Context: an optimization exercise on an open-source flow, tuned for small area and a short achievable clock period. The choices shown serve that exercise and are no tape-out recipe. The RTL was checked by simulation tests, not by an equivalence proof against the original design.

--- design/flow/run.sh ---
#!/bin/bash
# synth_recipe.tcl (not shown) runs the flow's synth.tcl, then flattens the netlist and writes it again
# the make line also repeats each setting of config.mk as NAME=value (left out here)
make -C /OpenROAD-flow-scripts/flow DESIGN_CONFIG=/design/flow/config.mk WORK_HOME=/design/flow/orfs CLKGATE_MAP_FILE= SYNTH_SCRIPT=/design/flow/synth_recipe.tcl finish
--- design/flow/config.mk ---
export PLATFORM = sky130hd
export DESIGN_NAME = mapper_lrn
export DESIGN_NICKNAME = mapper_lrn
export VERILOG_FILES = /design/flow/design.v
export SDC_FILE = /design/flow/constraint.sdc
export NUM_CORES = 4
export LEC_CHECK = 0
export CAP_MARGIN = 20
export CORE_MARGIN = 2
export CORE_UTILIZATION = 40
export SLEW_MARGIN = 20
--- design/flow/constraint.sdc ---
create_clock -name core_clock -period 20.0 [get_ports {core_clk}]
set_input_delay 4.0000 -clock core_clock [delete_from_list [all_inputs] [get_ports {core_clk}]]
set_output_delay 4.0000 -clock core_clock [all_outputs]
set_load 0.01 [all_outputs]
--- design/flow/design.v ---
module mapper_lrn #(
    parameter N_WIDTH = 2,     
    parameter M_WIDTH = 10,     
    parameter E_WIDTH = 6,     
    parameter F_WIDTH = 6,     
    parameter V_WIDTH = 2,     
    parameter ADDR_BUS_WIDTH = 20,     
    parameter DATA_WIDTH     = 16,     
    parameter ROW_MAJOR      = 1      
)(
    input  logic                             core_clk,                
    input  logic                             reset,                   
    input  logic                             start_normalization,     
    input  logic [N_WIDTH- 1 : 0]            dim4,                    
    input  logic [M_WIDTH- 1 : 0]            dim3,                    
    input  logic [E_WIDTH- 1 : 0]            dim2,                    
    input  logic [F_WIDTH- 1 : 0]            dim1,                    
    input  logic [V_WIDTH- 1 : 0]            padding_num,             
    input  logic                             normalized_window,    
    input  logic                             full_flag,               
    input  logic                             div_out_valid,           
    output logic [ADDR_BUS_WIDTH - 1 : 0]    r_addr,                  
    output logic                             r_enable,                
    output logic [ADDR_BUS_WIDTH - 1 : 0]    w_addr,                  
    output logic                             w_enable,                
    output logic                             normalized_layer         
);  
    logic [(F_WIDTH + E_WIDTH + M_WIDTH) - 1 : 0]  normalized_pixels_count;
    logic [E_WIDTH- 1 : 0] padded_dim2;
    logic [F_WIDTH- 1 : 0] padded_dim1;
    logic [N_WIDTH- 1 : 0]  idx4_w;
    logic [M_WIDTH- 1 : 0]  idx3_w;
    logic [E_WIDTH- 1 : 0]  idx2_w;
    logic [F_WIDTH- 1 : 0]  idx1_w;
    logic [N_WIDTH- 1 : 0]  idx4_r;
    logic [M_WIDTH- 1 : 0]  idx3_r;
    logic [E_WIDTH- 1 : 0]  idx2_r;
    logic [F_WIDTH- 1 : 0]  idx1_r;
    always_comb begin
        padded_dim2 = dim2 + (padding_num << 1);
        padded_dim1 = dim1 + (padding_num << 1);
    end
    logic [M_WIDTH + N_WIDTH - 1 : 0]                     r_h1, w_h1;
    logic [M_WIDTH + N_WIDTH + F_WIDTH - 1 : 0]           r_h2, w_h2;
    assign r_h1   = idx4_r * dim3 + idx3_r;
    assign r_h2   = r_h1 * dim1 + idx1_r;
    assign r_addr = r_h2 * dim2 + idx2_r;
    assign w_h1   = idx4_w * dim3 + idx3_w;
    assign w_h2   = w_h1 * padded_dim1 + idx1_w + padding_num;
    assign w_addr = w_h2 * padded_dim2 + idx2_w + padding_num;
    logic [M_WIDTH + N_WIDTH - 1 : 0]                     n_h1;
    logic [M_WIDTH + N_WIDTH + F_WIDTH - 1 : 0]           n_h2;
    logic [F_WIDTH + E_WIDTH + M_WIDTH - 1 : 0]           layer_size;
    assign n_h1       = dim4 * dim3;
    assign n_h2       = n_h1 * dim1;
    assign layer_size = n_h2 * dim2;
    typedef enum logic [2:0] {IDLE, WAIT, READ, PROCESS, WRITE} state_t;
    (* fsm_encoding = "gray" *)
    state_t current_state, next_state;
    always_ff @ (posedge core_clk or posedge reset)
    begin
        if (reset)
            current_state <= IDLE;
        else 
            current_state <= next_state;
    end  
    always @(*) begin
        case(current_state) 
            IDLE  : next_state = (start_normalization) ? READ : IDLE;
            READ  : begin 
                if(full_flag) begin
                    next_state = PROCESS; 
                end else begin
                    next_state = READ; 
                end
            end 
            PROCESS: begin
                if(normalized_layer) begin
                    next_state = IDLE; 
                end
                else if(div_out_valid) begin
                    next_state = WRITE;         
                end else if (normalized_window) begin
                    next_state = WAIT;
                end else begin
                    next_state = PROCESS;       
                end
            end
            WRITE  : begin
                 if(!normalized_window) begin
                    next_state = PROCESS;           
                end
                else begin
                    next_state = WRITE;             
                end
            end 
            WAIT   : begin
                next_state = READ; 
            end
            default: next_state = IDLE;
        endcase 
    end
    always_ff @ (posedge core_clk or posedge reset) begin
        if (reset) begin
            idx4_r <= 0;
            idx3_r <= 0;
            idx2_r <= 0;
            idx1_r <= 0;
            idx4_w <= 0;
            idx3_w <= 0;
            idx2_w <= 0;
            idx1_w <= 0;
            w_enable <= 0;
            r_enable <= 0;
            normalized_pixels_count <= 0;
            normalized_layer <= 0;
        end
        else begin
            case (current_state)
                IDLE: begin
                    idx4_r <= 0;
                    idx3_r <= 0;
                    idx2_r <= 0;
                    idx1_r <= 0;
                    idx4_w <= 0;
                    idx3_w <= 0;
                    idx2_w <= 0;
                    idx1_w <= 0;
                    w_enable <= 0;
                    r_enable <= 0;
                    normalized_pixels_count <= 0;
                    normalized_layer <= 0;
                    if(next_state == READ) r_enable <= 1;
                end
                READ: begin
                        w_enable <= 0;
                        if (idx3_r == dim3-1) r_enable <= 0;
                        if(r_enable) begin
                            if (idx4_r == dim4-1) begin
                                idx4_r <= 0;
                                if (idx3_r == dim3-1) begin
                                    idx3_r <= 0;
                                    if (idx2_r == dim2-1) begin
                                        idx2_r <= 0;
                                        if (idx1_r == dim1-1) begin
                                            idx1_r <= 0;
                                        end
                                        else begin
                                            idx1_r <= idx1_r + 1;
                                        end
                                    end
                                    else idx2_r <= idx2_r + 1;
                                end
                                else idx3_r <= idx3_r + 1;
                            end
                            else idx4_r <= idx4_r + 1;
                        end
                end
                PROCESS: begin
                    r_enable <= 0;
                    normalized_layer <= 0; 
                    if(div_out_valid) begin
                        w_enable <= 1;
                        normalized_pixels_count <= normalized_pixels_count + 1;
                    end
                end
                WRITE: begin
                        r_enable <= 0;
                        w_enable <= 0;
                        if (normalized_pixels_count == layer_size) begin
                                normalized_pixels_count <= 0;
                                normalized_layer        <= 1;        
                        end
                        if (w_enable) begin
                        if (idx4_w == dim4-1) begin
                                idx4_w <= 0;
                                if (idx3_w == dim3-1) begin
                                    idx3_w <= 0;
                                    if (idx2_w == dim2-1) begin
                                        idx2_w <= 0;
                                        if (idx1_w == dim1-1) begin
                                            idx1_w <= 0;
                                        end
                                        else begin
                                            idx1_w <= idx1_w + 1;
                                        end
                                    end
                                    else idx2_w <= idx2_w + 1;
                                end
                                else idx3_w <= idx3_w + 1;
                            end
                            else idx4_w <= idx4_w + 1;
                        end              
                end
                WAIT: begin
                    if(next_state == IDLE) r_enable <= 0;
                    else                   r_enable <= 1;
                    normalized_layer <= 0;
                end
            endcase 
        end
    end
endmodule
==> results.toml <==
[status]
status = "complete, no violations"

[timing]
rsz0062_at_grt = "yes"
slew_viol_final = 0
finalHoldViolations = 0
max_slew_margin_pct = 37.1
min_period_over_period_pct = 97.0
tightest_slew_ns = 0.937
clock_skew_ns = 0.0217
setup_violations = 0
fin_ws_ns = 0.603
hold_slack_ns = 0.483
clock.fmax_ghz = 0.0516
period_needed_ns = 19.40

[clocking]
cts.htree.levels = 3
cts_resized = 0
clkLatencyLatePin_ns = 0.38
cts_tree = "done"
cts_setup_buffers = 0
holdBufCountCts = 0
clock-sinks = 76
root_buffer = "clkbuf_16"
clock_path_buffers = 2
path_clk_slew_ns = 0.09
numCtsBuffers = 9

[grt]
grt_pass1_wl_um = 105000
grt_overflow_total = 0
grtUsageTotal_pct = 20.4
antenna_found_initial = 2
grt_max_degree = 50
grt_pass1_vias = 21000

[final_layout]
fin_area_sq_um = 26100
area_growth_pct = 7.76
final-instance-count-excl-fill = 3723
utilization_pct = 43.5
final_nets = 3578
drive_gt1_share_pct = 2.82

[setup_path]
reg2reg_slack_ns = 16.22
crit_path_end_kind = "output port"
setup.worst_path.class = "input port to output port"
r2r-end = "normalized_pixels_count[19]"
crit_buf_inv = 3
startpoint_type = "input port"
worst-endpoint-required_ns = 16.00
cp_max_fo = 10
cp_num_cells = 40
reg2regPathDepth = 11
crit_family = "adder cells"
cpMaxStageDelayCell = "clkdlybuf4s50_1"
crit_top_cell = "fa_1"
rr_startpoint = "current_state[0]"
cp.arrival_ns = 15.40
cp_slowest_stage_delay_ns = 0.63

[yosys]
synthCells = 2919
syn_area_sq_um = 24300
yosysWarnings = 1
yosysUniqueCellTypes = 74
syn-num-nets = 3562
synth_edf_count = 0
synth.avg_cell_area_sq_um = 8.31
async_flop_share_pct = 100
synth_ff_type = "dfrtp_1"
yosys_register_bits = 76
ys_seq_area_share_pct = 7.84

[detailed_routing]
drtIter0Drc = 1019
routedWlPerCell_um = 16.6
viasPerCell = 5.28
drc = 0
vias = 19700
dr.pass1.iters = 5
drt-total-wl_um = 61700
ant_nets = 0

[placed_design]
dp_slack_ns = 0.354
dpl_cell_area_sq_um = 25800
portBuffers = 74
place_inst = 3706
gp_congestion = 0.893
dp.final_hpwl_um = 50800

[min_path]
hold_class = "flip-flop to flip-flop"
min_to = "idx1_r[5]"
whs_path_depth = 1
hold_start = "idx1_r[5]"

[die]
core_sq_um = 60100
start_util_pct = 40.3
fp.dieW_um = 250
ioPinCount = 75
row_count = 90
dieHeight_um = 250
fp.dieArea_sq_um = 62600

[run]
maxCapViolations = 0
==> layout by cell type (no fill, tap or decap), types with 13 or more instances in the layout <==
master           count
inv_1              460
fa_1               348
nand2_1            311
and2_1             268
ha_1               263
nor2_1             167
xnor2_1            144
o21ai_0            101
a21oi_1             93
dfrtp_1             76
clkdlybuf4s50_1     72
xor2_1              59
nand3_1             53
nor3_1              53
nor2b_1             39
nand2b_1            36
a21o_1              33
and3_1              31
nand4_1             30
or3_1               28
buf_4               28
o21a_1              23
o31ai_1             23
a211oi_1            14
or2_2               13
o21bai_1            13
==> cell usage after synthesis (4+ instances only) <==
master / instances / area [sq um]
a211o_1: 4 / 35.0
o31a_1: 6 / 52.6
xnor3_1: 8 / 180
a21o_1: 33 / 248
or3_1: 28 / 175
nand3_1: 53 / 265
buf_1: 6 / 22.5
nand2b_1: 36 / 225
xor2_1: 61 / 534
and2_1: 268 / 1680
a41oi_1: 4 / 35.0
o21bai_1: 13 / 97.6
nor2_1: 167 / 627
o21ai_1: 4 / 20.0
nand4_1: 30 / 188
or2_2: 13 / 81.3
dfrtp_1: 76 / 1900
mux2_2: 4 / 45.0
inv_1: 461 / 1730
a21oi_1: 93 / 465
a21boi_0: 7 / 52.6
fa_1: 348 / 6970
or4_1: 10 / 75.1
nor3_1: 53 / 265
o22ai_1: 4 / 25.0
and3_1: 31 / 194
buf_2: 6 / 30.0
nor4_1: 9 / 56.3
o31ai_1: 23 / 173
nand2_1: 311 / 1170
a31oi_1: 11 / 68.8
a31o_2: 4 / 35.0
o21ai_0: 101 / 505
nor3b_1: 5 / 37.5
o211ai_1: 10 / 75.1
a211oi_1: 14 / 105
clkbuf_1: 84 / 315
a2111oi_0: 5 / 43.8
o21a_1: 23 / 173
xnor2_1: 146 / 1280
nor2b_1: 39 / 244
ha_1: 263 / 3290
==> logic make-up (layout without fill, tap and decap cells) <==
group,Yosys count,in the layout,share of synthesized area (%)
AOI/OAI and AO/OA,383,383,10.1
xor gates and xnor gates,216,216,8.32
adders and majority gates,611,611,42.3
buffers and inverters,558,579,8.68
DFF,76,76,7.84
muxes,8,8,0.402
other,0,1,0
and+or+nand+nor,1067,1067,22.3
==> how the worst max path moves through the flow <==
stage | from | end | slack, ns
after floorplan | dim3[0] | r_addr[19] | 1.96
after global placement | dim3[1] | r_addr[19] | 0.62
after detailed placement | dim3[1] | r_addr[19] | 0.35
after CTS | dim3[1] | r_addr[19] | 0.31
after global routing | dim3[1] | r_addr[19] | -0.05
final | dim3[3] | r_addr[19] | 0.60
==> through the flow <==
stage	TNS (ns)
floorplan	0
global route	-0.0494
detailed placement	0
CTS	0
global placement	0
finish	0
==> registers in the layout, indices dropped and copies added (netlist names) <==
signal and count:
idx3_w 10, r_enable 1, idx1_r 6, w_enable 1, idx2_w 6, normalized_pixels_count 22
current_state 3, idx4_w 2, normalized_layer 1, idx3_r 10, idx1_w 6, idx2_r 6
idx4_r 2
==> worst register-to-register path: cells and delay by family, from the launching register on <==
family                 cells  cell delay, ns
and+or+nand+nor            7            2.44
AOI/OAI and AO/OA          3            0.43
buffers and inverters      1            0.25
DFF                        1            0.59
==> per-layer routing <==
metal / global-route usage [%] / up-vias / routed length [um] / part of all wire [%]
met4: 5.77 / 0 / 1550 / 2.5
met2: 36.7 / 367 / 30700 / 50
met5: 0 / - / 0 / 0
met3: 1.95 / 81 / 1990 / 3.2
met1: 26.0 / 9825 / 27400 / 44
li1: - / 9391 / - / -
==> area by class of cell <==
| cell class | instances | area (sq um) |
|---|---|---|
| flip-flops and latches | 76 | 1900 |
| clock buffers | 9 | 225 |
| repair buffers | 102 | 941 |
| clock inverters | 7 | 65.1 |
| well taps | 782 | 978 |
| diodes | 1 | 2.50 |
| multi-input cells | 2285 | 20300 |
| fillers | 6028 | 34000 |
| inverters | 461 | 1730 |

re-timing with driven ports:
The results above use ideal ports. As a check the final layout listed here was re-extracted and re-timed, cells and wires unchanged. Step 1 assumes that a clkbuf_16 drives the clock port and a buf_2 every other input. Step 2 also shifts input and output timing later by t, the mid clock arrival at the registers, as if the neighbouring blocks saw the same clock. Three values: ideal ports, drivers, drivers and shift; two values: the first two.
t (ns): 0.434
setup slack, ns: 0.603 / 0.547 / 0.547
clock arrival spread, ns: 0.022 / 0.022
slew at the worst register clock pin (ns): 0.09 / 0.09
worst slew at a driven data input, ns: 0.08
After both steps setup and hold are still met in this run. For this run, drivers alone change the setup slack by -0.056 ns; drivers and shift together by -0.056 ns.
